What follows belongs to an exercise in optimizing a design on an open flow for small area, a short achievable clock period and few clock cycles; a production flow would make more cautious choices.
Only simulation tests tie the RTL to the original design; equivalence was not proved.

rev 12:
==> flow/design.v <==
module i_merge4(input wire          clk,
		input wire          reset,
		input wire [3:0]    i_valid,
		output wire [3:0]   i_ready,
		input wire [255:0]  i_data,
		input wire [3:0]    i_last,
		output wire [3:0]   o_valid,
		input wire [3:0]    o_ready,
		output wire [255:0] o_data,
		output wire [3:0]   o_last,
		output wire [3:0]   hgo,
		output wire [7:0]   hdst,
		input wire [3:0]    park_v,
		input wire [7:0]    park_sel);
   parameter REQ = 1;
   reg [3:0] first;
   reg [3:0] busy;
   reg [3:0] sel [0:3];		 
   reg [1:0]   hd [0:3];	 
   reg [3:0]   ok [0:3];	 
   reg [3:0]   wt [0:3];	 
   reg [255:0] xd;		 
   reg [3:0]   rdy, tk;
   reg [3:0]   ovalid, olast;
   reg [255:0] odata;
   reg [7:0]   hdst_r;
   integer     i, j;
   always @(*) begin
      for (i = 0; i < 4; i = i + 1) begin
	 hd[i] = REQ ? i_data[64*i+30 +: 2] : i_data[64*i+48 +: 2];
	 hdst_r[2*i +: 2] = hd[i];
	 xd[64*i +: 64] = i_data[64*i +: 64];
	 if (first[i]) begin
	    if (REQ)
	      xd[64*i+48 +: 8] = {i_data[64*i+48 +: 6], i[1:0]};
	    else
	      xd[64*i+48 +: 8] = {2'b00, i_data[64*i+50 +: 6]};
	 end
      end
      for (j = 0; j < 4; j = j + 1) begin
	 for (i = 0; i < 4; i = i + 1)
	   ok[j][i] = sel[j][i] & (first[i] ? (hd[i] == j) : busy[j]);
	 ovalid[j] = |(ok[j] & i_valid);
	 olast[j]  = |(sel[j] & i_last);
	 odata[64*j +: 64] = 64'h0;
	 for (i = 0; i < 4; i = i + 1)
	   if (sel[j][i]) odata[64*j +: 64] = odata[64*j +: 64] | xd[64*i +: 64];
      end
      for (i = 0; i < 4; i = i + 1) begin
	 rdy[i] = (ok[0][i] & o_ready[0]) | (ok[1][i] & o_ready[1]) |
		  (ok[2][i] & o_ready[2]) | (ok[3][i] & o_ready[3]);
	 tk[i] = i_valid[i] & rdy[i];
      end
      for (j = 0; j < 4; j = j + 1)
	for (i = 0; i < 4; i = i + 1)
	  wt[j][i] = i_valid[i] & first[i] & (hd[i] == j) & ~sel[j][i];
   end
   assign o_valid = ovalid;
   assign o_last  = olast;
   assign o_data  = odata;
   assign i_ready = rdy;
   assign hgo     = tk & first;
   assign hdst    = hdst_r;
   wire [3:0] otake = ovalid & o_ready;
   wire [3:0] busy_n = (otake & ~olast) | (~otake & (busy | ovalid));
   always @(posedge clk) begin
      for (i = 0; i < 4; i = i + 1)
	if (tk[i]) first[i] <= i_last[i];
      busy <= busy_n;
      for (j = 0; j < 4; j = j + 1)
	if (!busy_n[j]) begin
	   if (wt[j][0])      sel[j] <= 4'b0001;
	   else if (wt[j][1]) sel[j] <= 4'b0010;
	   else if (wt[j][2]) sel[j] <= 4'b0100;
	   else if (wt[j][3]) sel[j] <= 4'b1000;
	   else if (park_v[j]) sel[j] <= 4'b0001 << park_sel[2*j +: 2];
	end
      if (reset) begin
	 first <= 4'b1111;
	 busy <= 4'b0000;
	 for (j = 0; j < 4; j = j + 1) sel[j] <= 4'b0001;
      end
   end
endmodule
module mic_4r4c(input wire 	   clk,
		input wire 	   reset,
		input wire 	   R0I_TVALID,
		output wire 	   R0I_TREADY,
		input wire [63:0]  R0I_TDATA,
		input wire 	   R0I_TLAST,
		output wire 	   R0O_TVALID,
		input wire 	   R0O_TREADY,
		output wire [63:0] R0O_TDATA,
		output wire 	   R0O_TLAST,
		input wire 	   R1I_TVALID,
		output wire 	   R1I_TREADY,
		input wire [63:0]  R1I_TDATA,
		input wire 	   R1I_TLAST,
		output wire 	   R1O_TVALID,
		input wire 	   R1O_TREADY,
		output wire [63:0] R1O_TDATA,
		output wire 	   R1O_TLAST,
		input wire 	   R2I_TVALID,
		output wire 	   R2I_TREADY,
		input wire [63:0]  R2I_TDATA,
		input wire 	   R2I_TLAST,
		output wire 	   R2O_TVALID,
		input wire 	   R2O_TREADY,
		output wire [63:0] R2O_TDATA,
		output wire 	   R2O_TLAST,
		input wire 	   R3I_TVALID,
		output wire 	   R3I_TREADY,
		input wire [63:0]  R3I_TDATA,
		input wire 	   R3I_TLAST,
		output wire 	   R3O_TVALID,
		input wire 	   R3O_TREADY,
		output wire [63:0] R3O_TDATA,
		output wire 	   R3O_TLAST,
		output wire 	   C0O_TVALID,
		input wire 	   C0O_TREADY,
		output wire [63:0] C0O_TDATA,
		output wire 	   C0O_TLAST,
		input wire 	   C0I_TVALID,
		output wire 	   C0I_TREADY,
		input wire [63:0]  C0I_TDATA,
		input wire 	   C0I_TLAST,
		output wire 	   C1O_TVALID,
		input wire 	   C1O_TREADY,
		output wire [63:0] C1O_TDATA,
		output wire 	   C1O_TLAST,
		input wire 	   C1I_TVALID,
		output wire 	   C1I_TREADY,
		input wire [63:0]  C1I_TDATA,
		input wire 	   C1I_TLAST,
		output wire 	   C2O_TVALID,
		input wire 	   C2O_TREADY,
		output wire [63:0] C2O_TDATA,
		output wire 	   C2O_TLAST,
		input wire 	   C2I_TVALID,
		output wire 	   C2I_TREADY,
		input wire [63:0]  C2I_TDATA,
		input wire 	   C2I_TLAST,
		output wire 	   C3O_TVALID,
		input wire 	   C3O_TREADY,
		output wire [63:0] C3O_TDATA,
		output wire 	   C3O_TLAST,
		input wire 	   C3I_TVALID,
		output wire 	   C3I_TREADY,
		input wire [63:0]  C3I_TDATA,
		input wire 	   C3I_TLAST
		);
   wire [3:0]   rq_ov, rs_ov, rq_ol, rs_ol;
   wire [255:0] rq_od, rs_od;
   wire [3:0]   rq_ir, rs_ir;
   wire [3:0]   rq_hgo;
   wire [7:0]   rq_hdst;
   wire [3:0]   rs_fin = rs_ov & rs_ol & {R3O_TREADY, R2O_TREADY, R1O_TREADY, R0O_TREADY};
   wire [1:0]   rs_fin_id = rs_fin[0] ? 2'd0 : rs_fin[1] ? 2'd1 : rs_fin[2] ? 2'd2 : 2'd3;
   i_merge4 #(.REQ(1)) REQ_XBAR
     (.clk(clk), .reset(reset),
      .i_valid({R3I_TVALID, R2I_TVALID, R1I_TVALID, R0I_TVALID}),
      .i_ready(rq_ir),
      .i_data({R3I_TDATA, R2I_TDATA, R1I_TDATA, R0I_TDATA}),
      .i_last({R3I_TLAST, R2I_TLAST, R1I_TLAST, R0I_TLAST}),
      .o_valid(rq_ov),
      .o_ready({C3O_TREADY, C2O_TREADY, C1O_TREADY, C0O_TREADY}),
      .o_data(rq_od),
      .o_last(rq_ol),
      .hgo(rq_hgo), .hdst(rq_hdst),
      .park_v({4{|rs_fin}}), .park_sel({4{rs_fin_id}}));
   i_merge4 #(.REQ(0)) RSP_XBAR
     (.clk(clk), .reset(reset),
      .i_valid({C3I_TVALID, C2I_TVALID, C1I_TVALID, C0I_TVALID}),
      .i_ready(rs_ir),
      .i_data({C3I_TDATA, C2I_TDATA, C1I_TDATA, C0I_TDATA}),
      .i_last({C3I_TLAST, C2I_TLAST, C1I_TLAST, C0I_TLAST}),
      .o_valid(rs_ov),
      .o_ready({R3O_TREADY, R2O_TREADY, R1O_TREADY, R0O_TREADY}),
      .o_data(rs_od),
      .o_last(rs_ol),
      .hgo(), .hdst(),
      .park_v(rq_hgo), .park_sel(rq_hdst));
   assign {R3I_TREADY, R2I_TREADY, R1I_TREADY, R0I_TREADY} = rq_ir;
   assign {C3I_TREADY, C2I_TREADY, C1I_TREADY, C0I_TREADY} = rs_ir;
   assign {C3O_TVALID, C2O_TVALID, C1O_TVALID, C0O_TVALID} = rq_ov;
   assign {C3O_TLAST, C2O_TLAST, C1O_TLAST, C0O_TLAST} = rq_ol;
   assign {C3O_TDATA, C2O_TDATA, C1O_TDATA, C0O_TDATA} = rq_od;
   assign {R3O_TVALID, R2O_TVALID, R1O_TVALID, R0O_TVALID} = rs_ov;
   assign {R3O_TLAST, R2O_TLAST, R1O_TLAST, R0O_TLAST} = rs_ol;
   assign {R3O_TDATA, R2O_TDATA, R1O_TDATA, R0O_TDATA} = rs_od;
endmodule
clock: 5.0 ns
lec_check: 0
cap_margin: 20
core_area: 2 2 268 148
die_area: 0 0 270 150
setup_slack_margin: 2.0
slew_margin: 20
standard.sh (not shown) runs the stock make flow with config.mk's settings and CLKGATE_MAP_FILE= SYNTH_SCRIPT=/design/flow/synth_recipe.tcl, a recipe that flattens the netlist after the stock synthesis.
==> flow/flow/run.sh <==
#!/bin/bash
# Standard ORFS layout, with two changes to how it is made:
#  - IO pins are placed by flow/pins.tcl (each data bit's pins side by side)
#    before ORFS's pin placer runs, which then has nothing left to place;
#  - port buffers are buf_2 cells instead of the default choice.
set -uo pipefail
bash standard.sh \
  "PRE_IO_PLACEMENT_TCL=$PWD/flow/pins.tcl" \
  "BUFFER_PORTS_ARGS=-buffer_cell sky130_fd_sc_hd__buf_2" \
  finish > standard.log 2>&1
==> flow/flow/pins.tcl <==
# Place every IO pin: request half on the top edge, response half on the
# bottom edge, each data bit's 8 pins side by side, control pins in the middle.
set block [ord::get_db_block]
set die [$block getDieArea]
set dbu [[$block getTech] getDbUnitsPerMicron]
set W [expr {double([$die xMax]) / $dbu}]
set H [expr {double([$die yMax]) / $dbu}]

proc edge_list {side} {
  set L {}
  if {$side eq "top"} {
    set ins {R0I R1I R2I R3I}; set outs {C0O C1O C2O C3O}
    set bits {}
    for {set b 0} {$b < 32} {incr b} { lappend bits $b }
    lappend bits ctl
    for {set b 32} {$b < 64} {incr b} { lappend bits $b }
  } else {
    set ins {C0I C1I C2I C3I}; set outs {R0O R1O R2O R3O}
    set bits {}
    for {set b 18} {$b < 50} {incr b} { lappend bits $b }
    lappend bits ctl
    for {set b 50} {$b < 64} {incr b} { lappend bits $b }
    for {set b 0} {$b < 18} {incr b} { lappend bits $b }
  }
  foreach b $bits {
    if {$b eq "ctl"} {
      foreach k {0 1 2 3} {
        set i [lindex $ins $k]; set o [lindex $outs $k]
        lappend L ${i}_TVALID ${i}_TLAST ${i}_TREADY ${o}_TVALID ${o}_TLAST ${o}_TREADY
      }
    } else {
      foreach k {0 1 2 3} {
        lappend L "[lindex $ins $k]_TDATA\[$b\]" "[lindex $outs $k]_TDATA\[$b\]"
      }
    }
  }
  return $L
}

# met2 tracks: pitch 0.46 um, offset 0.23 um
foreach side {top bottom} {
  set L [edge_list $side]
  set n [llength $L]
  set ntr [expr {int(($W - 0.46) / 0.46)}]
  set step [expr {$ntr / $n}]
  if {$step < 1} { set step 1 }
  set first [expr {($ntr - ($n - 1) * $step) / 2}]
  set y [expr {$side eq "top" ? $H : 0}]
  set k 0
  foreach p $L {
    set x [expr {0.23 + 0.46 * ($first + $k * $step)}]
    place_pin -pin_name $p -layer met2 -location [list $x $y] -force_to_die_boundary
    incr k
  }
}
# met3 tracks: pitch 0.68 um, offset 0.34 um
set ym [expr {0.34 + 0.68 * int($H / 2 / 0.68)}]
place_pin -pin_name clk -layer met3 -location [list 0 $ym] -force_to_die_boundary
place_pin -pin_name reset -layer met3 -location [list $W $ym] -force_to_die_boundary
For rev 12, the flow was terminated by a tool error in 5_1_grt and produced no final design.
Testbench counts of rev 12, summed over its fixed seeds: cycles 9,374.
Changes in rev 13 relative to rev 12:
- DIE_AREA: 0 0 270 150 -> 0 0 270 180
- CORE_AREA: 2 2 268 148 -> 2 2 268 178
- SETUP_SLACK_MARGIN: 2.0 -> 2.3
- Run status, rev 13: aborted in 5_1_grt, error GRT-0116
- Going from rev 12 to rev 13, row count grew by more than 10%.
- Status: maximum buffer depth of the clock tree parity (rev 12, rev 13)
- Between rev 12 and rev 13, total cell area at the placement stage increased.
- NOTE y dimension of the die rev 12->rev 13 increased by more than 10%
- Comparing rev 12 with rev 13, the gate count of the mapped netlist came out essentially unchanged.
